What follows belongs to an exercise in optimizing a design on an open flow for small area and a short achievable clock period; a production flow would make more cautious choices.
The RTL was checked by simulation tests, not by an equivalence proof against the original design.
No activity file was given, so power comes from the tool's default toggle rates.

==> flow/design.v <==
`timescale 1ns / 1ps
module gen_clk (
  input        iClk,
  input        iRst,
  output       oTick100Hz,
  output       oTick1us,
  output       oTick16x,
  output [1:0] oPhase,      
  output [1:0] oFndSel,     
  output       oBlink       
);
  reg [9:0] rCnt;       
  reg       rStarted;   
  reg [3:0] rCnt10;     
  wire wTick10 = rCnt10[3] & rCnt10[1];
  always @(posedge iClk or posedge iRst) begin
    if (iRst) begin
      rCnt     <= 10'd0;
      rStarted <= 1'b0;
      rCnt10   <= 4'd0;
    end else begin
      rCnt     <= rCnt + 1'b1;
      rStarted <= 1'b1;
      rCnt10   <= wTick10 ? 4'd1 : rCnt10 + 1'b1;
    end
  end
  assign oTick100Hz = wTick10;
  assign oTick1us   = rStarted & ~rCnt[0];
  assign oTick16x   = rStarted & (rCnt[1:0] == 2'd0);
  assign oPhase     = rCnt[1:0];
  assign oFndSel    = rStarted ? (rCnt[6:5] - {1'b0, (rCnt[4:0] == 5'd0)}) : 2'd0;
  assign oBlink     = rCnt[9];
endmodule
`timescale 1ns / 1ps
module baud_rate_gen (
  input  wire iClk,
  input  wire iRst,
  output wire oTick16x
);
  assign oTick16x = 1'b0;
endmodule
`timescale 1ns / 1ps
module uart_rx (
  input  wire       iClk,
  input  wire       iRst,
  input  wire       iTick16x,
  input  wire [1:0] iPhase,    
  input  wire       iRx,
  output wire [7:0] oData,
  output wire       oValid
);
  localparam [1:0] IDLE  = 2'b00;
  localparam [1:0] START = 2'b01;
  localparam [1:0] DATA  = 2'b10;
  localparam [1:0] STOP  = 2'b11;
  reg [1:0] rState;
  reg [7:0] rData;
  reg [6:0] rCnt;      
  reg       rPend;     
  reg       rRxSync1, rRxSync2;
  wire wRx = rRxSync2;
  always @(posedge iClk or posedge iRst) begin
    if (iRst) begin
      rRxSync1 <= 1'b1;
      rRxSync2 <= 1'b1;
    end else begin
      rRxSync1 <= iRx;
      rRxSync2 <= rRxSync1;
    end
  end
  always @(posedge iClk or posedge iRst) begin
    if (iRst) begin
      rState <= IDLE;
      rPend  <= 1'b0;
    end else begin
      if (iPhase == 2'd3) rPend <= 1'b0;
      case (rState)
        IDLE:  if (!wRx) rState <= START;
        START: if (iTick16x && (rCnt[2:0] == 3'd7)) rState <= wRx ? IDLE : DATA;
        DATA:  if (iTick16x && (rCnt == 7'd127)) rState <= STOP;
        STOP: begin
          if (iTick16x && (rCnt[3:0] == 4'd15)) begin
            rState <= IDLE;
            if (wRx) rPend <= 1'b1;
          end
        end
      endcase
    end
  end
  always @(posedge iClk) begin
    case (rState)
      IDLE: rCnt <= 7'd0;
      START: begin
        if (iTick16x) begin
          if (rCnt[2:0] == 3'd7) rCnt <= 7'd0;
          else                   rCnt <= rCnt + 1'b1;
        end
      end
      default: begin
        if (iTick16x) begin
          rCnt <= rCnt + 1'b1;
          if ((rState == DATA) && (rCnt[3:0] == 4'd15)) rData <= {wRx, rData[7:1]};
        end
      end
    endcase
  end
  assign oData  = rData;
  assign oValid = rPend & (iPhase == 2'd3);
endmodule
`timescale 1ns / 1ps
module uart_tx (
  input  wire       iClk,
  input  wire       iRst,
  input  wire       iTick16x,
  input  wire [7:0] iData,
  input  wire       iValid,
  output wire       oTx,
  output wire       oBusy
);
  localparam [1:0] IDLE  = 2'b00;
  localparam [1:0] START = 2'b01;
  localparam [1:0] DATA  = 2'b10;
  localparam [1:0] STOP  = 2'b11;
  reg [1:0] rState;
  reg [7:0] rShift;
  reg [6:0] rCnt;    
  reg       rTx;
  wire wBitEnd = iTick16x & (rCnt[3:0] == 4'd15);
  always @(posedge iClk or posedge iRst) begin
    if (iRst) begin
      rState <= IDLE;
      rTx    <= 1'b1;
    end else begin
      case (rState)
        IDLE: begin
          rTx <= 1'b1;
          if (iValid) rState <= START;
        end
        START: begin
          rTx <= 1'b0;
          if (wBitEnd) rState <= DATA;
        end
        DATA: begin
          rTx <= rShift[0];
          if (wBitEnd && (rCnt[6:4] == 3'd7)) rState <= STOP;
        end
        STOP: begin
          rTx <= 1'b1;
          if (wBitEnd) rState <= IDLE;
        end
      endcase
    end
  end
  always @(posedge iClk) begin
    if (iTick16x) rCnt <= rCnt + 1'b1;
    case (rState)
      IDLE: begin
        rCnt <= 7'd0;
        if (iValid) rShift <= iData;
      end
      START: if (wBitEnd) rCnt <= 7'd0;
      DATA:  if (wBitEnd) rShift <= {1'b0, rShift[7:1]};
      default: ;
    endcase
  end
  assign oTx   = rTx;
  assign oBusy = (rState != IDLE);
endmodule
`timescale 1ns / 1ps
module Fifo (
  input  wire       iClk,
  input  wire       iRst,
  input  wire       iPush,
  input  wire [7:0] iPushData,
  output wire       oFull,
  input  wire       iPop,
  output wire [7:0] oPopData,
  output wire       oEmpty
);
  reg [7:0] rMem [0:15];
  reg [4:0] rWrPtr;
  reg [4:0] rRdPtr;
  assign oEmpty   = (rWrPtr == rRdPtr);
  assign oFull    = (rWrPtr == {~rRdPtr[4], rRdPtr[3:0]});
  assign oPopData = rMem[rRdPtr[3:0]];
  wire wPush = iPush & ~oFull;
  wire wPop  = iPop & ~oEmpty;
  always @(posedge iClk) begin
    if (wPush) rMem[rWrPtr[3:0]] <= iPushData;
  end
  always @(posedge iClk or posedge iRst) begin
    if (iRst) begin
      rWrPtr <= 5'd0;
      rRdPtr <= 5'd0;
    end else begin
      if (wPush) rWrPtr <= rWrPtr + 1'b1;
      if (wPop)  rRdPtr <= rRdPtr + 1'b1;
    end
  end
endmodule
`timescale 1ns / 1ps
module button_sync #(
  parameter P_BUTTON_WIDTH = 5
) (
  input wire                       iClk,
  input wire                       iRst,
  input wire  [P_BUTTON_WIDTH-1:0] iButtonRaw,
  output wire [P_BUTTON_WIDTH-1:0] oButtonEdge
);
  reg [P_BUTTON_WIDTH-1:0] rSync1;
  reg [P_BUTTON_WIDTH-1:0] rSync2;
  reg [P_BUTTON_WIDTH-1:0] rPrev;
  always @(posedge iClk or posedge iRst) begin
    if (iRst) begin
      rSync1 <= {P_BUTTON_WIDTH{1'b0}};
      rSync2 <= {P_BUTTON_WIDTH{1'b0}};
      rPrev  <= {P_BUTTON_WIDTH{1'b0}};
    end else begin
      rSync1 <= iButtonRaw;
      rSync2 <= rSync1;
      rPrev  <= rSync2;
    end
  end
  assign oButtonEdge = rSync2 & ~rPrev;
endmodule
`timescale 1ns / 1ps
module uart_ascii_decoder (
  input  wire [7:0] iRxData,
  input  wire       iRxValid,
  output wire       oBtnC,
  output wire       oBtnU,
  output wire       oBtnD,
  output wire       oBtnL,
  output wire       oBtnR,
  output wire       oTglSw0,
  output wire       oTglSw1,
  output wire       oTglSw2,
  output wire       oTglSw3,
  output wire       oClrSwTgl,
  output wire       oReqWatchRpt,
  output wire       oReqSr04Rpt,
  output wire       oReqTempRpt,
  output wire       oReqHumRpt
);
  wire       wLetter = iRxValid & (iRxData[7:6] == 2'b01);
  wire [4:0] wL      = iRxData[4:0];
  wire       wDigit  = iRxValid & (iRxData[7:3] == 5'b00110);  
  wire [2:0] wD      = iRxData[2:0];
  assign oBtnC        = wLetter & (wL == 5'h03);   
  assign oBtnU        = wLetter & (wL == 5'h15);   
  assign oBtnD        = wLetter & (wL == 5'h04);   
  assign oBtnL        = wLetter & (wL == 5'h0C);   
  assign oBtnR        = wLetter & (wL == 5'h12);   
  assign oClrSwTgl    = wLetter & (wL == 5'h18);   
  assign oReqWatchRpt = wLetter & (wL == 5'h17);   
  assign oReqSr04Rpt  = wLetter & (wL == 5'h13);   
  assign oReqTempRpt  = wLetter & (wL == 5'h14);   
  assign oReqHumRpt   = wLetter & (wL == 5'h08);   
  assign oTglSw0 = wDigit & (wD[2:1] == 2'd0);     
  assign oTglSw1 = wDigit & (wD[2:1] == 2'd1);     
  assign oTglSw2 = wDigit & (wD[2:1] == 2'd2);     
  assign oTglSw3 = wDigit & (wD == 3'd6);          
endmodule
`timescale 1ns / 1ps
module control_unit (
  input  wire       iClk,
  input  wire       iRst,
  input  wire [3:0] iSw,           
  input  wire [4:0] iPhysBtn,      
  input  wire [4:0] iDecBtn,       
  input  wire [3:0] iDecTglSw,
  input  wire       iDecClrSwTgl,
  output wire [3:0] oSwTgl,        
  output wire [3:0] oSwEff,        
  output wire [4:0] oBtn           
);
  reg [3:0] rSwTgl;
  always @(posedge iClk or posedge iRst) begin
    if (iRst)              rSwTgl <= 4'b0000;
    else if (iDecClrSwTgl) rSwTgl <= 4'b0000;
    else                   rSwTgl <= rSwTgl ^ iDecTglSw;
  end
  assign oSwTgl = rSwTgl;
  assign oSwEff = iSw ^ rSwTgl;
  assign oBtn   = iPhysBtn | iDecBtn;
endmodule
`timescale 1ns / 1ps
module clock_core (
  input            iClk,
  input            iRst,
  input            iTick,
  input            iBtnRunStop,
  input            iBtnInc,
  input            iBtnDec,
  input            iBtnLeft,
  input            iBtnRight,
  output reg       oHourT,      
  output reg [3:0] oHourO,      
  output reg [2:0] oMinT,
  output reg [3:0] oMinO,
  output reg [2:0] oSecT,
  output reg [3:0] oSecO,
  output reg [3:0] oCentiT,
  output reg [3:0] oCentiO,
  output reg [1:0] oEditState   
);
  localparam RUN       = 2'd0;
  localparam EDIT_SEC  = 2'd1;
  localparam EDIT_MIN  = 2'd2;
  localparam EDIT_HOUR = 2'd3;
  wire wCentiMax = (oCentiT == 4'd9) & (oCentiO == 4'd9);
  wire wSecMax   = (oSecT == 3'd5) & (oSecO == 4'd9);
  wire wMinMax   = (oMinT == 3'd5) & (oMinO == 4'd9);
  wire wSecZero  = (oSecT == 3'd0) & (oSecO == 4'd0);
  wire wMinZero  = (oMinT == 3'd0) & (oMinO == 4'd0);
  wire wHour12   = oHourT & (oHourO == 4'd2);
  wire wHour1    = ~oHourT & (oHourO == 4'd1);
  always @(posedge iClk or posedge iRst) begin
    if (iRst) begin
      oCentiT    <= 4'd0;
      oCentiO    <= 4'd0;
      oSecT      <= 3'd0;
      oSecO      <= 4'd0;
      oMinT      <= 3'd0;
      oMinO      <= 4'd0;
      oHourT     <= 1'b1;    
      oHourO     <= 4'd2;
      oEditState <= RUN;
    end else begin
      if (iBtnRunStop) oEditState <= (oEditState == RUN) ? EDIT_SEC : RUN;
      if (oEditState == RUN) begin
        if (iTick) begin
          if (oCentiO == 4'd9) begin
            oCentiO <= 4'd0;
            oCentiT <= (oCentiT == 4'd9) ? 4'd0 : oCentiT + 1'b1;
          end else begin
            oCentiO <= oCentiO + 1'b1;
          end
          if (wCentiMax) begin
            if (oSecO == 4'd9) begin
              oSecO <= 4'd0;
              oSecT <= (oSecT == 3'd5) ? 3'd0 : oSecT + 1'b1;
            end else begin
              oSecO <= oSecO + 1'b1;
            end
            if (wSecMax) begin
              if (oMinO == 4'd9) begin
                oMinO <= 4'd0;
                oMinT <= (oMinT == 3'd5) ? 3'd0 : oMinT + 1'b1;
              end else begin
                oMinO <= oMinO + 1'b1;
              end
              if (wMinMax) begin
                if (wHour12)                begin oHourT <= 1'b0; oHourO <= 4'd1; end
                else if (oHourO == 4'd9)    begin oHourT <= 1'b1; oHourO <= 4'd0; end
                else                        oHourO <= oHourO + 1'b1;
              end
            end
          end
        end
      end else begin
        if (iBtnLeft) begin
          case (oEditState)
            EDIT_SEC:  oEditState <= EDIT_MIN;
            EDIT_MIN:  oEditState <= EDIT_HOUR;
            default:   oEditState <= EDIT_SEC;
          endcase
        end else if (iBtnRight) begin
          case (oEditState)
            EDIT_SEC:  oEditState <= EDIT_HOUR;
            EDIT_MIN:  oEditState <= EDIT_SEC;
            default:   oEditState <= EDIT_MIN;
          endcase
        end
        if (iBtnInc) begin
          case (oEditState)
            EDIT_SEC: begin
              oCentiT <= 4'd0;
              oCentiO <= 4'd0;
              if (oSecO == 4'd9) begin
                oSecO <= 4'd0;
                oSecT <= (oSecT == 3'd5) ? 3'd0 : oSecT + 1'b1;
              end else begin
                oSecO <= oSecO + 1'b1;
              end
            end
            EDIT_MIN: begin
              if (oMinO == 4'd9) begin
                oMinO <= 4'd0;
                oMinT <= (oMinT == 3'd5) ? 3'd0 : oMinT + 1'b1;
              end else begin
                oMinO <= oMinO + 1'b1;
              end
            end
            default: begin
              if (wHour12)             begin oHourT <= 1'b0; oHourO <= 4'd1; end
              else if (oHourO == 4'd9) begin oHourT <= 1'b1; oHourO <= 4'd0; end
              else                     oHourO <= oHourO + 1'b1;
            end
          endcase
        end else if (iBtnDec) begin
          case (oEditState)
            EDIT_SEC: begin
              oCentiT <= 4'd0;
              oCentiO <= 4'd0;
              if (wSecZero) begin
                oSecT <= 3'd5;
                oSecO <= 4'd9;
              end else if (oSecO == 4'd0) begin
                oSecT <= oSecT - 1'b1;
                oSecO <= 4'd9;
              end else begin
                oSecO <= oSecO - 1'b1;
              end
            end
            EDIT_MIN: begin
              if (wMinZero) begin
                oMinT <= 3'd5;
                oMinO <= 4'd9;
              end else if (oMinO == 4'd0) begin
                oMinT <= oMinT - 1'b1;
                oMinO <= 4'd9;
              end else begin
                oMinO <= oMinO - 1'b1;
              end
            end
            default: begin
              if (wHour1)              begin oHourT <= 1'b1; oHourO <= 4'd2; end
              else if (oHourO == 4'd0) begin oHourT <= 1'b0; oHourO <= 4'd9; end
              else                     oHourO <= oHourO - 1'b1;
            end
          endcase
        end
      end
    end
  end
endmodule
`timescale 1ns / 1ps
module stopwatch (
  input            iClk,
  input            iRst,
  input            iTick,
  input            iRunStop,
  input            iClear,
  input            iRecordNext,
  input            iRecordPrev,
  output reg [6:0] oHour,
  output reg [6:0] oMin,
  output reg [6:0] oSec,
  output reg [6:0] oCentisec
);
  localparam [1:0] IDLE  = 2'b00;
  localparam [1:0] RUN   = 2'b01;
  localparam [1:0] STOP  = 2'b10;
  localparam [1:0] CLEAR = 2'b11;
  reg [1:0] rState;
  reg [6:0] rHour;
  reg [5:0] rMin;
  reg [5:0] rSec;
  reg [6:0] rCentisec;
  reg [5:0] rCntRow;
  reg [5:0] rCntCol;
  reg [4:0] rRdRow;
  reg [5:0] rRdCol;
  reg       rViewing;
  wire wInClear  = (rState == CLEAR);
  wire wCntFull  = rCntRow[5];                     
  wire wCntZero  = rCntRow[0] & rCntCol[0];
  wire wRdZero   = rRdRow[0] & rRdCol[0];
  wire wLapWrite = (rState == RUN) & iRunStop & ~iClear & ~wCntFull;
  wire [5:0] wRdIncCol = {rRdCol[4:0], rRdCol[5]};
  wire [5:0] wRdIncRow = rRdCol[5] ? {rRdRow, 1'b0} : {1'b0, rRdRow};
  wire       wRdLast   = (|(wRdIncRow & rCntRow)) & (|(wRdIncCol & rCntCol));
  always @(posedge iClk or posedge iRst) begin
    if (iRst) rState <= IDLE;
    else if (wInClear) begin
      if (wCntFull) rState <= IDLE;
    end
    else if (iClear)   rState <= CLEAR;
    else if (iRunStop) rState <= (rState == RUN) ? STOP : RUN;
  end
  always @(posedge iClk or posedge iRst) begin
    if (iRst) begin
      rHour     <= 7'd0;
      rMin      <= 6'd0;
      rSec      <= 6'd0;
      rCentisec <= 7'd0;
    end else if (iTick) begin
      if (rState == RUN) begin
        if (rCentisec == 7'd99) begin
          rCentisec <= 7'd0;
          if (rSec == 6'd59) begin
            rSec <= 6'd0;
            if (rMin == 6'd59) begin
              rMin  <= 6'd0;
              rHour <= (rHour == 7'd99) ? 7'd0 : rHour + 1'b1;
            end else begin
              rMin <= rMin + 1'b1;
            end
          end else begin
            rSec <= rSec + 1'b1;
          end
        end else begin
          rCentisec <= rCentisec + 1'b1;
        end
      end else if (rState != STOP) begin
        rHour     <= 7'd0;
        rMin      <= 6'd0;
        rSec      <= 6'd0;
        rCentisec <= 7'd0;
      end
    end
  end
  always @(posedge iClk or posedge iRst) begin
    if (iRst) begin
      rCntRow <= 6'b000001;
      rCntCol <= 6'b000001;
    end else if ((wInClear && wCntFull) || (!wInClear && iClear)) begin
      rCntRow <= 6'b000001;
      rCntCol <= 6'b000001;
    end else if (wInClear || wLapWrite) begin
      rCntCol <= {rCntCol[4:0], rCntCol[5]};
      if (rCntCol[5]) rCntRow <= {rCntRow[4:0], 1'b0};
    end
  end
  always @(posedge iClk or posedge iRst) begin
    if (iRst)                               rViewing <= 1'b0;
    else if (wInClear || iClear)            rViewing <= 1'b0;
    else if ((rState == RUN) || iRunStop)   rViewing <= 1'b0;
    else if (rState == STOP) begin
      if (iRecordNext) begin
        if (!rViewing && !wCntZero) rViewing <= 1'b1;
      end else if (iRecordPrev && rViewing && wRdZero) begin
        rViewing <= 1'b0;
      end
    end
  end
  always @(posedge iClk) begin
    if ((rState == STOP) && !iClear && !iRunStop) begin
      if (iRecordNext) begin
        if (!rViewing) begin
          rRdRow <= 5'b00001;
          rRdCol <= 6'b000001;
        end else if (!wRdLast) begin
          rRdCol <= wRdIncCol;
          rRdRow <= wRdIncRow[4:0];
        end
      end else if (iRecordPrev && rViewing && !wRdZero) begin
        rRdCol <= {rRdCol[0], rRdCol[5:1]};
        if (rRdCol[0]) rRdRow <= {1'b0, rRdRow[4:1]};
      end
    end
  end
  wire [25:0] wMemRData;
  stopwatch_mem u_mem (
    .iClk  (iClk),
    .iWE   (wLapWrite),
    .iWRow (rCntRow[4:0]),
    .iWCol (rCntCol),
    .iWData({rHour, rMin, rSec, rCentisec}),
    .iRRow (rRdRow),
    .iRCol (rRdCol),
    .oRData(wMemRData)
  );
  always @(*) begin
    if (wInClear) begin
      oHour     = 7'd99;
      oMin      = 7'd99;
      oSec      = 7'd99;
      oCentisec = 7'd99;
    end else if (rViewing) begin
      oHour     = wMemRData[25:19];
      oMin      = {1'b0, wMemRData[18:13]};
      oSec      = {1'b0, wMemRData[12:7]};
      oCentisec = wMemRData[6:0];
    end else begin
      oHour     = rHour;
      oMin      = {1'b0, rMin};
      oSec      = {1'b0, rSec};
      oCentisec = rCentisec;
    end
  end
endmodule
`timescale 1ns / 1ps
module stopwatch_mem (
  input  wire        iClk,
  input  wire        iWE,
  input  wire [4:0]  iWRow,     
  input  wire [5:0]  iWCol,     
  input  wire [25:0] iWData,
  input  wire [4:0]  iRRow,     
  input  wire [5:0]  iRCol,     
  output reg  [25:0] oRData
);
  reg [25:0] rMem [0:29];
  integer i, a, b;
  always @(posedge iClk) begin
    for (i = 0; i < 30; i = i + 1)
      if (iWE && iWRow[i / 6] && iWCol[i % 6]) rMem[i] <= iWData;
  end
  reg [25:0] wRow;
  always @(*) begin
    oRData = 26'd0;
    for (a = 0; a < 5; a = a + 1) begin
      wRow = 26'd0;
      for (b = 0; b < 6; b = b + 1)
        wRow = wRow | (rMem[a * 6 + b] & {26{iRCol[b]}});
      oRData = oRData | (wRow & {26{iRRow[a]}});
    end
  end
endmodule
`timescale 1ns / 1ps
module watch_top (
  input        iClk,
  input        iRst,
  input        iTick100Hz,
  input        iSw0,        
  input        iBtnCEdge,
  input        iBtnREdge,
  input        iBtnLEdge,
  input        iBtnUEdge,
  input        iBtnDEdge,
  output       oClkHourT,
  output [3:0] oClkHourO,
  output [2:0] oClkMinT,
  output [3:0] oClkMinO,
  output [2:0] oClkSecT,
  output [3:0] oClkSecO,
  output [3:0] oClkCentiT,
  output [3:0] oClkCentiO,
  output [1:0] oEditState,
  output [6:0] oSwHour,
  output [6:0] oSwMin,
  output [6:0] oSwSec,
  output [6:0] oSwCenti
);
  clock_core u_clock_core (
    .iClk       (iClk),
    .iRst       (iRst),
    .iTick      (iTick100Hz),
    .iBtnRunStop(iSw0 & iBtnCEdge),
    .iBtnInc    (iSw0 & iBtnUEdge),
    .iBtnDec    (iSw0 & iBtnDEdge),
    .iBtnLeft   (iSw0 & iBtnLEdge),
    .iBtnRight  (iSw0 & iBtnREdge),
    .oHourT     (oClkHourT),
    .oHourO     (oClkHourO),
    .oMinT      (oClkMinT),
    .oMinO      (oClkMinO),
    .oSecT      (oClkSecT),
    .oSecO      (oClkSecO),
    .oCentiT    (oClkCentiT),
    .oCentiO    (oClkCentiO),
    .oEditState (oEditState)
  );
  stopwatch u_stopwatch (
    .iClk       (iClk),
    .iRst       (iRst),
    .iTick      (iTick100Hz),
    .iRunStop   (~iSw0 & iBtnCEdge),
    .iClear     (~iSw0 & iBtnUEdge),
    .iRecordNext(~iSw0 & iBtnREdge),
    .iRecordPrev(~iSw0 & iBtnLEdge),
    .oHour      (oSwHour),
    .oMin       (oSwMin),
    .oSec       (oSwSec),
    .oCentisec  (oSwCenti)
  );
endmodule
`timescale 1ns / 1ps
module sr04_controller (
  input  wire        iClk,
  input  wire        iRst,
  input  wire        iTickUs,
  input  wire        iEcho,
  input  wire        iStart,
  output reg         oTrig,
  output wire [10:0] oDistBcd,    
  output reg         oDistanceValid
);
  localparam [2:0] IDLE      = 3'd0;
  localparam [2:0] START     = 3'd1;
  localparam [2:0] WAIT_ECHO = 3'd2;
  localparam [2:0] MEASURE   = 3'd3;
  localparam [2:0] DONE      = 3'd4;
  reg [2:0] rState;
  reg [5:0] rCnt58;    
  reg [2:0] rDistH;
  reg [3:0] rDistT;
  reg [3:0] rDistO;
  reg       rEchoSync1, rEchoSync2;
  always @(posedge iClk or posedge iRst) begin
    if (iRst) begin
      rEchoSync1 <= 1'b0;
      rEchoSync2 <= 1'b0;
    end else begin
      rEchoSync1 <= iEcho;
      rEchoSync2 <= rEchoSync1;
    end
  end
  wire wTimeout = (rDistH == 3'd5) & (rDistT == 4'd1) & (rDistO == 4'd7) & (rCnt58 == 6'd14);
  wire wTrigEnd = (rCnt58 == 6'd11);
  wire wNonZero = (rCnt58 != 6'd0) | (rDistH != 3'd0) | (rDistT != 4'd0) | (rDistO != 4'd0);
  reg wCount;    
  reg wClear;    
  always @(*) begin
    wCount = 1'b0;
    wClear = 1'b0;
    case (rState)
      START:     begin wClear = wTrigEnd; wCount = iTickUs; end
      WAIT_ECHO: begin wClear = rEchoSync2; wCount = iTickUs & ~wTimeout; end
      MEASURE:   wCount = iTickUs & rEchoSync2 & ~wTimeout;
      default:   ;
    endcase
  end
  always @(posedge iClk or posedge iRst) begin
    if (iRst) begin
      rState         <= IDLE;
      oTrig          <= 1'b0;
      oDistanceValid <= 1'b0;
    end else begin
      oTrig <= 1'b0;
      case (rState)
        IDLE: begin
          if (iStart) begin
            rState         <= START;
            oDistanceValid <= 1'b0;
          end
        end
        START: begin
          if (wTrigEnd) rState <= WAIT_ECHO;
          else          oTrig  <= 1'b1;
        end
        WAIT_ECHO: begin
          if (rEchoSync2)    rState <= MEASURE;
          else if (wTimeout) rState <= IDLE;
        end
        MEASURE: begin
          if (!rEchoSync2)   rState <= DONE;
          else if (wTimeout) rState <= IDLE;
        end
        DONE: begin
          rState <= IDLE;
          if (wNonZero) oDistanceValid <= 1'b1;
        end
        default: rState <= IDLE;
      endcase
    end
  end
  always @(posedge iClk) begin
    if ((rState == IDLE) || wClear) begin
      rCnt58 <= 6'd0;
      if (wClear) begin
        rDistH <= 3'd0;
        rDistT <= 4'd0;
        rDistO <= 4'd0;
      end
    end else if (wCount) begin
      if ((rState != START) && (rCnt58 == 6'd57)) begin
        rCnt58 <= 6'd0;
        if (rDistO == 4'd9) begin
          rDistO <= 4'd0;
          if (rDistT == 4'd9) begin
            rDistT <= 4'd0;
            rDistH <= rDistH + 1'b1;
          end else begin
            rDistT <= rDistT + 1'b1;
          end
        end else begin
          rDistO <= rDistO + 1'b1;
        end
      end else begin
        rCnt58 <= rCnt58 + 1'b1;
      end
    end
  end
  assign oDistBcd = {rDistH, rDistT, rDistO};
endmodule
`timescale 1ns / 1ps
module dht11_controller #(
  parameter integer START_LOW_US          = 1000,
  parameter integer START_RELEASE_US      = 30,
  parameter integer RESP_TIMEOUT_US       = 200,
  parameter integer BIT_TIMEOUT_US        = 120,
  parameter integer BIT_LOW_US            = 50,
  parameter integer BIT_HIGH_THRESHOLD_US = 40
)(
  input  wire      iClk,
  input  wire      iRst,
  input  wire      iTickUs,
  input  wire      iStart,
  input  wire      iData,
  output wire      oDataLow,
  output reg [7:0] oHumInt,
  output reg [7:0] oTempInt,
  output reg       oDataValid
);
  localparam [2:0] IDLE       = 3'd0;
  localparam [2:0] START_LOW  = 3'd1;
  localparam [2:0] START_HIGH = 3'd2;
  localparam [2:0] WAIT_LOW   = 3'd3;
  localparam [2:0] WAIT_HIGH  = 3'd4;
  localparam [2:0] LOW_BIT    = 3'd5;
  localparam [2:0] HIGH_BIT   = 3'd6;
  localparam [2:0] DONE       = 3'd7;
  reg [2:0] rState;
  reg [2:0] rNxt;
  reg [9:0] rStepUsCnt;
  reg [5:0] rHighUsCnt;     
  reg [5:0] rBitIdx;
  reg [7:0] rShift;         
  reg [7:0] rRxHum;
  reg [7:0] rRxTemp;
  reg [7:0] rSum;           
  reg       rSeen;          
  reg       rDataSync1, rDataSync2;
  wire wD        = rDataSync2;
  wire wBitValue = (rHighUsCnt == BIT_HIGH_THRESHOLD_US);
  wire wRespTo   = (rStepUsCnt >= RESP_TIMEOUT_US);
  assign oDataLow = (rState == START_LOW);
  always @(posedge iClk or posedge iRst) begin
    if (iRst) begin
      rDataSync1 <= 1'b1;
      rDataSync2 <= 1'b1;
    end else begin
      rDataSync1 <= iData;
      rDataSync2 <= rDataSync1;
    end
  end
  always @(*) begin
    rNxt = rState;
    case (rState)
      IDLE:       if (iStart) rNxt = START_LOW;
      START_LOW:  if (rStepUsCnt >= START_LOW_US) rNxt = START_HIGH;
      START_HIGH: if (rStepUsCnt >= START_RELEASE_US) rNxt = WAIT_LOW;
      WAIT_LOW: begin
        if (!wD)          rNxt = WAIT_HIGH;
        else if (wRespTo) rNxt = IDLE;
      end
      WAIT_HIGH: begin
        if (!rSeen) begin
          if (!wD && wRespTo) rNxt = IDLE;
        end else begin
          if (!wD)          rNxt = LOW_BIT;
          else if (wRespTo) rNxt = IDLE;
        end
      end
      LOW_BIT:    if (rStepUsCnt >= BIT_LOW_US) rNxt = HIGH_BIT;
      HIGH_BIT: begin
        if (rSeen && !wD)                 rNxt = (rBitIdx == 6'd39) ? DONE : LOW_BIT;
        else if (rStepUsCnt >= BIT_TIMEOUT_US) rNxt = IDLE;
      end
      default:    rNxt = IDLE;
    endcase
  end
  wire wStay    = (rNxt == rState);
  wire wCapture = (rState == HIGH_BIT) & rSeen & ~wD;    
  wire [7:0] wByte = {rShift[6:0], wBitValue};
  always @(posedge iClk or posedge iRst) begin
    if (iRst) begin
      rState     <= IDLE;
      oDataValid <= 1'b0;
    end else begin
      rState <= rNxt;
      if ((rState == DONE) && (rSum == rShift)) oDataValid <= 1'b1;
    end
  end
  always @(posedge iClk) begin
    if (!wStay)       rStepUsCnt <= 10'd0;
    else if (iTickUs) rStepUsCnt <= rStepUsCnt + 1'b1;
    if ((rState == WAIT_LOW) || (rState == LOW_BIT)) rSeen <= 1'b0;
    if (((rState == WAIT_HIGH) || (rState == HIGH_BIT)) && wStay && wD) rSeen <= 1'b1;
    if (rState == WAIT_HIGH) rBitIdx <= 6'd0;
    if (rState == LOW_BIT) rHighUsCnt <= 6'd0;
    if ((rState == HIGH_BIT) && wStay && wD && iTickUs && !wBitValue)
      rHighUsCnt <= rHighUsCnt + 1'b1;
    if (wCapture) begin
      rShift  <= wByte;
      rBitIdx <= rBitIdx + 1'b1;
      if (rBitIdx[2:0] == 3'd7) begin
        case (rBitIdx[5:3])
          3'd0: begin rRxHum <= wByte; rSum <= wByte; end
          3'd2: begin rRxTemp <= wByte; rSum <= rSum + wByte; end
          3'd4: ;                               
          default: rSum <= rSum + wByte;
        endcase
      end
    end
    if ((rState == DONE) && (rSum == rShift)) begin
      oHumInt  <= rRxHum;
      oTempInt <= rRxTemp;
    end
  end
endmodule
`timescale 1ns / 1ps
module uart_ascii_sender (
  input  wire       iClk,
  input  wire       iRst,
  input  wire       iTxFifoFull,
  output wire [7:0] oTxData,
  output wire       oTxPushValid,
  input  wire [7:0] iLoopData,
  input  wire       iLoopValid,
  input  wire       iReqWatchReport,
  input  wire       iReqSr04Report,
  input  wire       iReqTempReport,
  input  wire       iReqHumReport,
  input  wire       iWatchBcd,       
  input  wire [6:0] iWatchHour,
  input  wire [6:0] iWatchMin,
  input  wire [6:0] iWatchSec,
  input  wire [10:0] iSr04Bcd,       
  input  wire       iSr04Valid,
  input  wire [7:0] iDhtHumInt,
  input  wire [7:0] iDhtTempInt,
  input  wire       iDhtDataValid
);
  localparam [1:0] ST_IDLE   = 2'd0;
  localparam [1:0] ST_LOAD   = 2'd1;
  localparam [1:0] ST_ASSERT = 2'd2;
  localparam [2:0] SRC_LOOP  = 3'd0;
  localparam [2:0] SRC_WATCH = 3'd1;
  localparam [2:0] SRC_SR04  = 3'd2;
  localparam [2:0] SRC_TEMP  = 3'd3;
  localparam [2:0] SRC_HUM   = 3'd4;
  reg [1:0]  rState;
  reg [2:0]  rSrc;
  reg [4:0]  rIdx;
  reg        rPush;
  reg        rLoopPending, rWatchPending, rSr04Pending, rTempPending, rHumPending;
  reg [7:0]  rLoopBuf;
  reg [21:0] rSnap;
  reg [4:0] wLast;
  always @(*) begin
    case (rSrc)
      SRC_WATCH: wLast = 5'd17;
      SRC_SR04:  wLast = 5'd13;
      SRC_TEMP:  wLast = 5'd11;
      SRC_HUM:   wLast = 5'd10;
      default:   wLast = 5'd0;
    endcase
  end
  wire wMore = (rIdx != wLast);
  wire wAnyPending = rLoopPending | rWatchPending | rSr04Pending | rTempPending | rHumPending;
  always @(posedge iClk or posedge iRst) begin
    if (iRst) begin
      rState        <= ST_IDLE;
      rPush         <= 1'b0;
      rLoopPending  <= 1'b0;
      rWatchPending <= 1'b0;
      rSr04Pending  <= 1'b0;
      rTempPending  <= 1'b0;
      rHumPending   <= 1'b0;
    end else begin
      rPush <= 1'b0;
      if (iLoopValid)      rLoopPending  <= 1'b1;
      if (iReqWatchReport) rWatchPending <= 1'b1;
      if (iReqSr04Report)  rSr04Pending  <= 1'b1;
      if (iReqTempReport)  rTempPending  <= 1'b1;
      if (iReqHumReport)   rHumPending   <= 1'b1;
      case (rState)
        ST_IDLE: begin
          if (wAnyPending) rState <= ST_LOAD;
          if (rLoopPending)       rLoopPending  <= 1'b0;
          else if (rWatchPending) rWatchPending <= 1'b0;
          else if (rSr04Pending)  rSr04Pending  <= 1'b0;
          else if (rTempPending)  rTempPending  <= 1'b0;
          else if (rHumPending)   rHumPending   <= 1'b0;
        end
        ST_LOAD: rState <= ST_ASSERT;
        default: begin
          if (!iTxFifoFull) begin
            rPush  <= 1'b1;
            rState <= wMore ? ST_LOAD : ST_IDLE;
          end
        end
      endcase
    end
  end
  always @(posedge iClk) begin
    if (iLoopValid) rLoopBuf <= iLoopData;
    if (rPush && wMore) rIdx <= rIdx + 1'b1;
    if (rState == ST_IDLE) begin
      if (wAnyPending) rIdx <= 5'd0;
      if (rLoopPending) begin
        rSrc       <= SRC_LOOP;
        rSnap[7:0] <= iLoopValid ? iLoopData : rLoopBuf;
      end else if (rWatchPending) begin
        rSrc  <= SRC_WATCH;
        rSnap <= {iWatchBcd, iWatchHour, iWatchMin, iWatchSec};
      end else if (rSr04Pending) begin
        rSrc        <= SRC_SR04;
        rSnap[11:0] <= {iSr04Valid, iSr04Bcd};
      end else if (rTempPending) begin
        rSrc       <= SRC_TEMP;
        rSnap[8:0] <= {iDhtDataValid, iDhtTempInt};
      end else if (rHumPending) begin
        rSrc       <= SRC_HUM;
        rSnap[8:0] <= {iDhtDataValid, iDhtHumInt};
      end
    end
  end
  reg [6:0] wWatchField;
  always @(*) begin
    case (rIdx)
      5'd8, 5'd9:   wWatchField = rSnap[20:14];
      5'd11, 5'd12: wWatchField = rSnap[13:7];
      default:      wWatchField = rSnap[6:0];
    endcase
  end
  wire [7:0] wConvIn = (rSrc == SRC_WATCH) ? {1'b0, wWatchField} : rSnap[7:0];
  wire [3:0] wConvT  = (wConvIn / 8'd10) % 8'd10;
  wire [3:0] wConvO  = wConvIn % 8'd10;
  reg wTens;
  always @(*) begin
    case (rSrc)
      SRC_WATCH: wTens = (rIdx == 5'd8) | (rIdx == 5'd11) | (rIdx == 5'd14);
      SRC_TEMP:  wTens = (rIdx == 5'd7);
      default:   wTens = (rIdx == 5'd6);
    endcase
  end
  wire       wBcd   = (rSrc == SRC_WATCH) & rSnap[21];
  wire [3:0] wDigit = wBcd  ? (wTens ? {1'b0, wWatchField[6:4]} : wWatchField[3:0])
                            : (wTens ? wConvT : wConvO);
  wire [7:0] wAsc   = {4'h3, wDigit};
  reg [7:0] rChar;
  always @(*) begin
    rChar = " ";
    case (rSrc)
      SRC_LOOP: rChar = rSnap[7:0];
      SRC_WATCH: begin
        case (rIdx)
          5'd0:  rChar = 8'h0D;
          5'd1:  rChar = 8'h0A;
          5'd2:  rChar = "W";
          5'd3:  rChar = "A";
          5'd4:  rChar = "T";
          5'd5:  rChar = "C";
          5'd6:  rChar = "H";
          5'd7:  rChar = " ";
          5'd10: rChar = ":";
          5'd13: rChar = ":";
          5'd16: rChar = 8'h0D;
          5'd17: rChar = 8'h0A;
          5'd8, 5'd9, 5'd11, 5'd12, 5'd14, 5'd15: rChar = wAsc;
          default: rChar = " ";
        endcase
      end
      SRC_SR04: begin
        case (rIdx)
          5'd0:  rChar = 8'h0D;
          5'd1:  rChar = 8'h0A;
          5'd2:  rChar = "S";
          5'd3:  rChar = "R";
          5'd4:  rChar = "0";
          5'd5:  rChar = "4";
          5'd6:  rChar = " ";
          5'd7:  rChar = rSnap[11] ? {5'b00110, rSnap[10:8]} : "-";
          5'd8:  rChar = rSnap[11] ? {4'h3, rSnap[7:4]} : "-";
          5'd9:  rChar = rSnap[11] ? {4'h3, rSnap[3:0]} : "-";
          5'd10: rChar = "c";
          5'd11: rChar = "m";
          5'd12: rChar = 8'h0D;
          5'd13: rChar = 8'h0A;
          default: rChar = " ";
        endcase
      end
      SRC_TEMP: begin
        case (rIdx)
          5'd0:  rChar = 8'h0D;
          5'd1:  rChar = 8'h0A;
          5'd2:  rChar = "T";
          5'd3:  rChar = "E";
          5'd4:  rChar = "M";
          5'd5:  rChar = "P";
          5'd6:  rChar = " ";
          5'd7, 5'd8: rChar = rSnap[8] ? wAsc : "-";
          5'd9:  rChar = "C";
          5'd10: rChar = 8'h0D;
          5'd11: rChar = 8'h0A;
          default: rChar = " ";
        endcase
      end
      default: begin
        case (rIdx)
          5'd0:  rChar = 8'h0D;
          5'd1:  rChar = 8'h0A;
          5'd2:  rChar = "H";
          5'd3:  rChar = "U";
          5'd4:  rChar = "M";
          5'd5:  rChar = " ";
          5'd6, 5'd7: rChar = rSnap[8] ? wAsc : "-";
          5'd8:  rChar = "%";
          5'd9:  rChar = 8'h0D;
          5'd10: rChar = 8'h0A;
          default: rChar = " ";
        endcase
      end
    endcase
  end
  assign oTxData      = rChar;
  assign oTxPushValid = rPush;
endmodule
`timescale 1ns / 1ps
module fnd_controller (
  input  [1:0] iSel,
  input  [3:0] iSwEff,        
  input        iBlink,
  input  [1:0] iEditState,
  input        iClkHourT,
  input  [3:0] iClkHourO,
  input  [2:0] iClkMinT,
  input  [3:0] iClkMinO,
  input  [2:0] iClkSecT,
  input  [3:0] iClkSecO,
  input  [3:0] iClkCentiT,
  input  [3:0] iClkCentiO,
  input  [6:0] iSwHour,
  input  [6:0] iSwMin,
  input  [6:0] iSwSec,
  input  [6:0] iSwCenti,
  input        iSr04Valid,
  input [10:0] iSr04Bcd,
  input        iDhtValid,
  input  [6:0] iDhtTemp,
  input  [6:0] iDhtHum,
  output [7:0] oFndFont,
  output [3:0] oFndCom
);
  function [3:0] f_digit;    
    input [6:0] v;
    input       tens;
    begin
      f_digit = tens ? (v / 7'd10) : (v % 7'd10);
    end
  endfunction
  function [6:0] f_seg;      
    input [3:0] d;
    begin
      case (d)
        4'd0: f_seg = 7'h40;
        4'd1: f_seg = 7'h79;
        4'd2: f_seg = 7'h24;
        4'd3: f_seg = 7'h30;
        4'd4: f_seg = 7'h19;
        4'd5: f_seg = 7'h12;
        4'd6: f_seg = 7'h02;
        4'd7: f_seg = 7'h78;
        4'd8: f_seg = 7'h00;
        4'd9: f_seg = 7'h10;
        default: f_seg = 7'h7F;
      endcase
    end
  endfunction
  reg [3:0] wClkHm, wClkSc, wSr04;
  always @(*) begin
    case (iSel)
      2'd0: begin wClkHm = iClkMinO;            wClkSc = iClkCentiO;          wSr04 = iSr04Bcd[3:0]; end
      2'd1: begin wClkHm = {1'b0, iClkMinT};    wClkSc = iClkCentiT;          wSr04 = iSr04Bcd[7:4]; end
      2'd2: begin wClkHm = iClkHourO;           wClkSc = iClkSecO;            wSr04 = {1'b0, iSr04Bcd[10:8]}; end
      default: begin wClkHm = {3'b0, iClkHourT}; wClkSc = {1'b0, iClkSecT};   wSr04 = 4'd0; end
    endcase
  end
  wire [3:0] wSwHm = f_digit(iSel[1] ? iSwHour : iSwMin,   iSel[0]);
  wire [3:0] wSwSc = f_digit(iSel[1] ? iSwSec  : iSwCenti, iSel[0]);
  wire [3:0] wDht  = iDhtValid ? f_digit(iSel[1] ? iDhtTemp : iDhtHum, iSel[0]) : 4'd0;
  wire [3:0] wSr   = iSr04Valid ? wSr04 : 4'd0;
  wire [6:0] wSegClkHm = f_seg(wClkHm);
  wire [6:0] wSegClkSc = f_seg(wClkSc);
  wire [6:0] wSegSwHm  = f_seg(wSwHm);
  wire [6:0] wSegSwSc  = f_seg(wSwSc);
  wire [6:0] wSegDht   = f_seg(wDht);
  wire [6:0] wSegSr    = f_seg(wSr);
  wire [6:0] wSegClk   = iSwEff[1] ? wSegClkHm : wSegClkSc;
  wire [6:0] wSegSw    = iSwEff[1] ? wSegSwHm  : wSegSwSc;
  wire [6:0] wSegWatch = iSwEff[0] ? wSegClk   : wSegSw;
  wire [6:0] wSegSens  = iSwEff[3] ? wSegDht   : wSegSr;
  assign oFndFont = {(iSel != 2'd2), (iSwEff[2] ? wSegSens : wSegWatch)};
  wire wBlinkOn = ~iSwEff[2] & iSwEff[0] & iBlink;
  wire wHi = wBlinkOn & (((iEditState == 2'd1) & ~iSwEff[1]) | ((iEditState == 2'd3) & iSwEff[1]));
  wire wLo = wBlinkOn & (iEditState == 2'd2) & iSwEff[1];
  wire [3:0] wCom = ~(4'b0001 << iSel);
  assign oFndCom = wCom | {wHi, wHi, wLo, wLo};
endmodule
`timescale 1ns / 1ps
module Top (
  input        iClk,
  input        iRst,
  input        iRx,
  output       oTx,
  input        iSw0,
  input        iSw1,
  input        iSw2,
  input        iSw3,
  input        iBtnC,
  input        iBtnU,
  input        iBtnD,
  input        iBtnL,
  input        iBtnR,
  input        iSr04Echo,
  output       oSr04Trig,
  input        iDht11Data,
  output       oDht11DataLow,
  output [3:0] oFndCom,
  output [7:0] oFndFont
);
  wire       wTick100Hz, wTick1us, wTick16x, wBlink;
  wire [1:0] wPhase, wFndSel;
  gen_clk u_gen_clk (
    .iClk      (iClk),
    .iRst      (iRst),
    .oTick100Hz(wTick100Hz),
    .oTick1us  (wTick1us),
    .oTick16x  (wTick16x),
    .oPhase    (wPhase),
    .oFndSel   (wFndSel),
    .oBlink    (wBlink)
  );
  wire [7:0] wRxData;
  wire       wRxValid;
  uart_rx u_uart_rx (
    .iClk    (iClk),
    .iRst    (iRst),
    .iTick16x(wTick16x),
    .iPhase  (wPhase),
    .iRx     (iRx),
    .oData   (wRxData),
    .oValid  (wRxValid)
  );
  wire [4:0] wDecBtn;
  wire [3:0] wDecTgl;
  wire       wDecClr, wReqW, wReqS, wReqT, wReqH;
  uart_ascii_decoder u_dec (
    .iRxData     (wRxData),
    .iRxValid    (wRxValid),
    .oBtnC       (wDecBtn[4]),
    .oBtnU       (wDecBtn[3]),
    .oBtnD       (wDecBtn[2]),
    .oBtnL       (wDecBtn[1]),
    .oBtnR       (wDecBtn[0]),
    .oTglSw0     (wDecTgl[0]),
    .oTglSw1     (wDecTgl[1]),
    .oTglSw2     (wDecTgl[2]),
    .oTglSw3     (wDecTgl[3]),
    .oClrSwTgl   (wDecClr),
    .oReqWatchRpt(wReqW),
    .oReqSr04Rpt (wReqS),
    .oReqTempRpt (wReqT),
    .oReqHumRpt  (wReqH)
  );
  wire [4:0] wPhysBtn;
  button_sync #(.P_BUTTON_WIDTH(5)) u_button_sync (
    .iClk       (iClk),
    .iRst       (iRst),
    .iButtonRaw ({iBtnC, iBtnU, iBtnD, iBtnL, iBtnR}),
    .oButtonEdge(wPhysBtn)
  );
  wire [3:0] wSwTgl, wSwEff;
  wire [4:0] wBtn;    
  control_unit u_control_unit (
    .iClk        (iClk),
    .iRst        (iRst),
    .iSw         ({iSw3, iSw2, iSw1, iSw0}),
    .iPhysBtn    (wPhysBtn),
    .iDecBtn     (wDecBtn),
    .iDecTglSw   (wDecTgl),
    .iDecClrSwTgl(wDecClr),
    .oSwTgl      (wSwTgl),
    .oSwEff      (wSwEff),
    .oBtn        (wBtn)
  );
  wire wSr04Start  = wBtn[4] &  wSwEff[2] & ~wSwEff[3];
  wire wDht11Start = wBtn[4] &  wSwEff[2] &  wSwEff[3];
  wire       wClkHourT;
  wire [3:0] wClkHourO, wClkMinO, wClkSecO, wClkCentiT, wClkCentiO;
  wire [2:0] wClkMinT, wClkSecT;
  wire [1:0] wEditState;
  wire [6:0] wSwHour, wSwMin, wSwSec, wSwCenti;
  watch_top u_watch_top (
    .iClk      (iClk),
    .iRst      (iRst),
    .iTick100Hz(wTick100Hz),
    .iSw0      (wSwEff[0]),
    .iBtnCEdge (wBtn[4]),
    .iBtnUEdge (wBtn[3]),
    .iBtnDEdge (wBtn[2]),
    .iBtnLEdge (wBtn[1]),
    .iBtnREdge (wBtn[0]),
    .oClkHourT (wClkHourT),
    .oClkHourO (wClkHourO),
    .oClkMinT  (wClkMinT),
    .oClkMinO  (wClkMinO),
    .oClkSecT  (wClkSecT),
    .oClkSecO  (wClkSecO),
    .oClkCentiT(wClkCentiT),
    .oClkCentiO(wClkCentiO),
    .oEditState(wEditState),
    .oSwHour   (wSwHour),
    .oSwMin    (wSwMin),
    .oSwSec    (wSwSec),
    .oSwCenti  (wSwCenti)
  );
  wire [10:0] wSr04Bcd;
  wire        wSr04Valid;
  sr04_controller u_sr04_controller (
    .iClk          (iClk),
    .iRst          (iRst),
    .iTickUs       (wTick1us),
    .iEcho         (iSr04Echo),
    .iStart        (wSr04Start),
    .oTrig         (oSr04Trig),
    .oDistBcd      (wSr04Bcd),
    .oDistanceValid(wSr04Valid)
  );
  wire [7:0] wDhtHumInt, wDhtTempInt;
  wire       wDhtDataValid;
  dht11_controller #(.START_LOW_US(1000)) u_dht11_controller (
    .iClk      (iClk),
    .iRst      (iRst),
    .iTickUs   (wTick1us),
    .iStart    (wDht11Start),
    .iData     (iDht11Data),
    .oDataLow  (oDht11DataLow),
    .oHumInt   (wDhtHumInt),
    .oTempInt  (wDhtTempInt),
    .oDataValid(wDhtDataValid)
  );
  wire [7:0] wTxData, wTxFifoData;
  wire       wTxPush, wTxFifoFull, wTxFifoEmpty, wTxBusy;
  wire       wTxFifoPop = ~wTxFifoEmpty & ~wTxBusy;
  uart_ascii_sender u_sender (
    .iClk           (iClk),
    .iRst           (iRst),
    .iTxFifoFull    (wTxFifoFull),
    .oTxData        (wTxData),
    .oTxPushValid   (wTxPush),
    .iLoopData      (wRxData),
    .iLoopValid     (wRxValid),
    .iReqWatchReport(wReqW),
    .iReqSr04Report (wReqS),
    .iReqTempReport (wReqT),
    .iReqHumReport  (wReqH),
    .iWatchBcd      (wSwEff[0]),
    .iWatchHour     (wSwEff[0] ? {2'b00, wClkHourT, wClkHourO} : wSwHour),
    .iWatchMin      (wSwEff[0] ? {wClkMinT, wClkMinO} : wSwMin),
    .iWatchSec      (wSwEff[0] ? {wClkSecT, wClkSecO} : wSwSec),
    .iSr04Bcd       (wSr04Bcd),
    .iSr04Valid     (wSr04Valid),
    .iDhtHumInt     (wDhtHumInt),
    .iDhtTempInt    (wDhtTempInt),
    .iDhtDataValid  (wDhtDataValid)
  );
  Fifo u_uart_tx_fifo (
    .iClk     (iClk),
    .iRst     (iRst),
    .iPush    (wTxPush),
    .iPushData(wTxData),
    .oFull    (wTxFifoFull),
    .iPop     (wTxFifoPop),
    .oPopData (wTxFifoData),
    .oEmpty   (wTxFifoEmpty)
  );
  uart_tx u_uart_tx (
    .iClk    (iClk),
    .iRst    (iRst),
    .iTick16x(wTick16x),
    .iData   (wTxFifoData),
    .iValid  (wTxFifoPop),
    .oTx     (oTx),
    .oBusy   (wTxBusy)
  );
  fnd_controller u_fnd_controller (
    .iSel      (wFndSel),
    .iSwEff    (wSwEff),
    .iBlink    (wBlink),
    .iEditState(wEditState),
    .iClkHourT (wClkHourT),
    .iClkHourO (wClkHourO),
    .iClkMinT  (wClkMinT),
    .iClkMinO  (wClkMinO),
    .iClkSecT  (wClkSecT),
    .iClkSecO  (wClkSecO),
    .iClkCentiT(wClkCentiT),
    .iClkCentiO(wClkCentiO),
    .iSwHour   (wSwHour),
    .iSwMin    (wSwMin),
    .iSwSec    (wSwSec),
    .iSwCenti  (wSwCenti),
    .iSr04Valid(wSr04Valid),
    .iSr04Bcd  (wSr04Bcd),
    .iDhtValid (wDhtDataValid),
    .iDhtTemp  (wDhtTempInt[6:0]),
    .iDhtHum   (wDhtHumInt[6:0]),
    .oFndFont  (oFndFont),
    .oFndCom   (oFndCom)
  );
endmodule
==> flow/flow/run.sh <==
#!/bin/bash
# Layout flow:
#  1. the standard synthesis (standard.sh synth), unchanged.
#  2. Area re-mapping of the combinational logic: the synthesized netlist's
#     flip-flops are kept as they are (same instances, names and cell types),
#     and so are the cells on the combinational paths from the switch inputs
#     (iSw0..3) to the display outputs (oFndFont, oFndCom), which set the
#     achieved period. All other cells are flattened to their logic functions
#     and mapped again with ABC (flow/abc_resynth.script: AIG optimisation
#     with a 300 s deepsyn run, then area-oriented mapping), avoiding the
#     platform's don't-use cells; then tie cells and pass-through buffers as
#     in ORFS synthesis.
set -euo pipefail
WD=$(pwd)
RES=$WD/orfs/results/$FLOW_PLATFORM/Top/base
LIB=$FLOW_HOME/platforms/$FLOW_PLATFORM/lib/sky130_fd_sc_hd__tt_025C_1v80.lib

bash standard.sh synth > standard_synth.log 2>&1

cp $RES/1_2_yosys.v $WD/standard_synth_netlist.v
DONT_USE=$(sed -n '/^export DONT_USE_CELLS += \\/,/^#/p' $FLOW_HOME/platforms/$FLOW_PLATFORM/config.mk \
  | grep -o 'sky130_fd_sc_hd__[a-z0-9_]*' | sed 's/^/-dont_use /' | tr '\n' ' ')
{
cat <<EOT
read_liberty -ignore_miss_func $LIB
blackbox sky130_fd_sc_hd__df* sky130_fd_sc_hd__edf* sky130_fd_sc_hd__sdf* sky130_fd_sc_hd__sedf* sky130_fd_sc_hd__dl* sky130_fd_sc_hd__sdl*
read_verilog $WD/standard_synth_netlist.v
hierarchy -top $FLOW_TOP
cd $FLOW_TOP
select -set ff t:sky130_fd_sc_hd__df* t:sky130_fd_sc_hd__edf*
select -set bwd w:oFndFont w:oFndCom
select -set fwd w:iSw0 w:iSw1 w:iSw2 w:iSw3
EOT
# combinational cones, not crossing flip-flops
for i in $(seq 1 100); do echo "select -set bwd @bwd %ci1 @ff %d"; done
for i in $(seq 1 100); do echo "select -set fwd @fwd %co1 @ff %d"; done
cat <<EOT
select -set cone @fwd @bwd %i t:sky130_fd_sc_hd__* %i
select -count @cone
setattr -set keep_hierarchy 1 @cone
cd
flatten
opt_clean
cd $FLOW_TOP
abc -liberty $LIB -script $WD/flow/abc_resynth.script $DONT_USE
cd
opt_clean -purge
setundef -zero
hilomap -singleton -hicell sky130_fd_sc_hd__conb_1 HI -locell sky130_fd_sc_hd__conb_1 LO
splitnets
opt_clean -purge
insbuf -buf sky130_fd_sc_hd__buf_4 A X
stat -liberty $LIB
blackbox sky130_fd_sc_hd__*
write_verilog -noattr -noexpr -nohex -nodec $WD/resynth_netlist.v
EOT
} > $WD/resynth.ys
yosys -l $WD/resynth.log -q $WD/resynth.ys > /dev/null 2>&1
cp $WD/resynth_netlist.v $RES/1_2_yosys.v
touch $RES/1_2_yosys.v

bash standard.sh SETUP_SLACK_MARGIN=41 finish > standard.log 2>&1
==> flow/flow/abc_resynth.script <==
strash
&get -n
&fraig -x
&put
scorr
dc2
strash
&get -n
&deepsyn -T 300
&put
strash
&get -n
&dch -f
&nf -R 1000
&put
strash
&get -n
&dch -f
&nf -R 1000
&put
==> flow/standard.sh <==
#!/bin/bash
# synth_recipe.tcl (not shown) runs the flow's synth.tcl, then flattens the netlist and writes it again
# the make line also repeats each setting of config.mk as NAME=value (left out here)
make -C /OpenROAD-flow-scripts/flow DESIGN_CONFIG=/design/flow/config.mk WORK_HOME=/design/flow/orfs CLKGATE_MAP_FILE= SYNTH_SCRIPT=/design/flow/synth_recipe.tcl "${@:-finish}"
==> flow/config.mk <==
export PLATFORM = sky130hd
export DESIGN_NAME = Top
export DESIGN_NICKNAME = Top
export VERILOG_FILES = /design/flow/design.v
export SDC_FILE = /design/flow/constraint.sdc
export NUM_CORES = 4
export LEC_CHECK = 0
export ABC_AREA = 1
export CAP_MARGIN = 20
export CORE_MARGIN = 2
export CORE_UTILIZATION = 40
export CTS_BUF_LIST = sky130_fd_sc_hd__clkbuf_16
export CTS_CLUSTER_DIAMETER = 100
export CTS_CLUSTER_SIZE = 25
export SLEW_MARGIN = 20
==> flow/constraint.sdc <==
create_clock -name core_clock -period 70.0 [get_ports {iClk}]
set_input_delay 14.0000 -clock core_clock [delete_from_list [all_inputs] [get_ports {iClk}]]
set_output_delay 14.0000 -clock core_clock [all_outputs]
set_load 0.01 [all_outputs]
==> summary.txt <==
Clock tree
  – Clock Latency Late Sink: 0.74 ns
  – Root buf cell: clkbuf_16
  – CTS Buf Count: 56
  – Clock Sinks: 1218
  – Clock tree from TritonCTS: yes
  – CTS Buffer Depth: 3
  – Clock transition at path regs: 0.10 ns
  – H-tree levels: 2

Setup path
  – Critical path launch point type: input pin
  – Reg-to-Reg Start: u_sender.rSrc[0]
  – Levels on crit path: 9
  – Worst Setup SP: iSw1
  – Register-to-Register Path Depth: 21
  – WP buf/inv: 5
  – Critical path, cell by cell: buf_8 > xnor2_4 > buf_6 > buf_6 > or2_4 > o211ai_1 > buf_4 > nand2_2 > buf_6
  – Largest delay share family, worst path: buffers and inverters
  – Crit end category: primary output
  – Crit path DAT: 15.21 ns
  – CP most frequent cell: buf_6
  – Worst flop-to-flop path endpoint: u_uart_tx_fifo.rMem[13][2]
  – Critical path class: in -> out
  – Critical Path Slowest Stage Cell: or2_4
  – Crit path max fanout: 5
  – Largest stage delay on the critical path: 0.21 ns
  – Setup crit end: oFndCom[3]
  – Critical Path RT: 56.00 ns
  – R2R Setup Slk: 64.40 ns

Finish
  – Commonest non-fill, non-tap cell in the layout: edfxtp_1
  – Fin cells: 5365
  – Area growth syn-to-layout: 11.0%
  – Final net count: 3716
  – Area occupied by multi-input gates: 0.0134 mm^2
  – Antenna cells: 0
  – Commonest cells after routing, fill and taps aside: 1038 x edfxtp_1, 297 x nand2_1, 279 x nor2_1
  – Layout cells sized above 1: 8.74%
  – Fill cell count: 10741
  – Seq. cell area: 0.0355 mm^2

Global route
  – Grt ovf: 0
  – Initial antenna violation count: 1
  – First-pass GRT wire length: 221000 um
  – Largest net degree at the start of global routing: 80
  – Vias in the first global route: 31245
  – Gr usage total: 24.1%

Routing
  – Drt initial violations: 4993
  – Post-DRT Antenna Nets: 0
  – DR WL/cell: 28.7 um
  – Via density: 6.19
  – Drt first pass iters: 11
  – Vias: 33225
  – # DRC: 0
  – Final wirelength: 154000 um

STA
  – RSZ-0062 raised after global routing: true
  – Tightest Pin Transition: 1.09 ns
  – Max Transition Viols Final: 0
  – Relative slew slack: 26.9%
  – Final WS setup: 40.79 ns
  – Hold Fails Final Rpt: 0
  – Max Clock Skew: 0.0751 ns
  – Period utilisation layout: 41.7%
  – Min Tclk post-route: 29.21 ns
  – Peak Freq: 34.2 MHz
  – Final setup TNS: 0 ns
  – Final setup vio count: 0

Placement
  – Final HPWL DP: 87700 um
  – Port Buf Inserts: 28
  – Post-Place Cells: 5233
  – Pre-CTS setup slack: 39.21 ns
  – Placer Congestion: 0.884

Flow run
  – Maxcap violations: 0

Logic synthesis
  – Synth Area per Inst: 14.0 um^2
  – Mapped Nets: 3505
  – Netlist Area Pre-Place: 0.0489 mm^2
  – Synth warn: 14
  – Syn Inst Count: 3481

Worst hold path
  – Hold Startpoint: u_button_sync.rSync1[2]
  – Hold crit path type: reg -> reg

Floorplan
  – Die Y: 354 um
  – Die Wd: 354 um
  – Io pins: 29
  – Starting Density: 40.2%
  – Area of the core: 0.122 mm^2
  – Die Area: 0.125 mm^2
  – Rows: 128

Power and ir drop
  – Clock Power Share: 23.1%
  – Flop pwr share: 53.4%
  – Pint: 1.11 mW
  – Power density cells: 30.4 mW/mm^2
  – Final Power: 1.65 mW
  – Maximum VDD drop: 20.0 uV
  – Combinational share of power: 23.5%
  – Switching part of the total: 32.6%
  – Static leakage power: 18.0 nW
  – Psw: 539 uW

Status
  – Status: timing/DRC/antenna clean
## area by class of cell
cell class	count	share of cell area, %
clock inverters	49	0.484
well taps	1625	3.75
repair buffers	154	2.20
multi-input cells	2155	24.7
inverters	105	0.789
clock buffers	57	2.63
flip-flops and latches	1218	65.4
repair inverters	2	0.0323
## power by group through the flow
stage	logic, mW	registers, mW	clock network [mW]
floorplan	0.262	0.878	0
CTS	0.382	0.881	0.385
detailed placement	0.370	0.898	0
global placement	0.370	0.897	0
global route	0.428	0.889	0.408
finish	0.387	0.882	0.382
## through the flow
step / hold WS, ns / instance area [um^2] / util [%]
after floorplan: 0.331 / 48900 / -
after global placement: 0.332 / 52100 / 42.9
after detailed placement: 0.337 / 52100 / 42.9
after CTS: 0.318 / 54200 / 44.6
after global routing: 0.321 / 54300 / 44.6
final: 0.324 / 54300 / 44.6
## layer usage
metal | global-route usage [%] | wire length, um | up-vias
met5 | 0 | 12 | -
met4 | 7.63 | 5320 | 2
met3 | 3.34 | 15400 | 280
met2 | 39.0 | 71900 | 1802
met1 | 33.7 | 61500 | 16808
li1 | - | - | 14333
## sequential cells by signal (all words and copies together), names as in the netlist, 10 cells and up, named ones only
register                            cells
u_gen_clk.rCnt                         10
u_watch_top.u_stopwatch.u_mem.rMem    780
u_dht11_controller.rStepUsCnt          10
u_uart_tx_fifo.rMem                   128
u_sender.rSnap                         22
## how the worst min path moves through the flow
stage | slack, ns | endpoint | cells after the start
after floorplan | 0.33 | u_button_sync.rSync2[0] | 0
after global placement | 0.33 | u_button_sync.rSync2[3] | 0
after detailed placement | 0.34 | u_sr04_controller.rEchoSync2 | 0
after CTS | 0.32 | u_button_sync.rSync2[2] | 0
after global routing | 0.32 | u_button_sync.rSync2[2] | 0
final | 0.32 | u_button_sync.rSync2[2] | 0
## worst reg2reg max path, delay by kind of cell (launching register included)
kind,cells,cell delay (ns)
multiplexers,1,0.32
AO/OA/AOI/OAI,10,1.65
flip-flops,1,0.56
buffers and inverters,2,0.39
AND/OR/NAND/NOR,7,1.98
XOR/XNOR,1,0.25
## repair_timing
| item | CTS | global route |
|---|---|---|
| endpoints found under the setup margin | 11 | 11 |
| pin swaps | 32 | 18 |
| gates resized for setup | 131 | 11 |
| buffers inserted | 16 | 3 |
| hold buffers | 0 | 0 |
| gates cloned | 5 | 0 |

==> re-timing with driven ports <==
The results above use ideal ports. As a check the final layout listed here was re-extracted and re-timed, cells and wires unchanged.
Step 1 sets driving cells, clkbuf_16 on the clock port and buf_2 on the other inputs (assumed; they add their load-dependent delay and slew).
Step 2, shift: input delay + t, output delay - t, t = (earliest + latest rising clock arrival at the registers) / 2. This alone moves slack from input paths to output paths.
Slacks: ideal ports / drivers / drivers and shift; pairs: ideal ports / drivers.
shift t [ns]: 0.768
setup WS [ns]: 40.794 / 40.755 / 40.755
worst hold slack (ns): 0.324 / 0.324 / 0.324
worst register clock-pin slew, ns: 0.11 / 0.11
cell pins on the clock port's net: 1
After both steps setup and hold are still met in this run. The setup slack of this run moves by -0.039 ns with the drivers and by -0.039 ns with both steps.
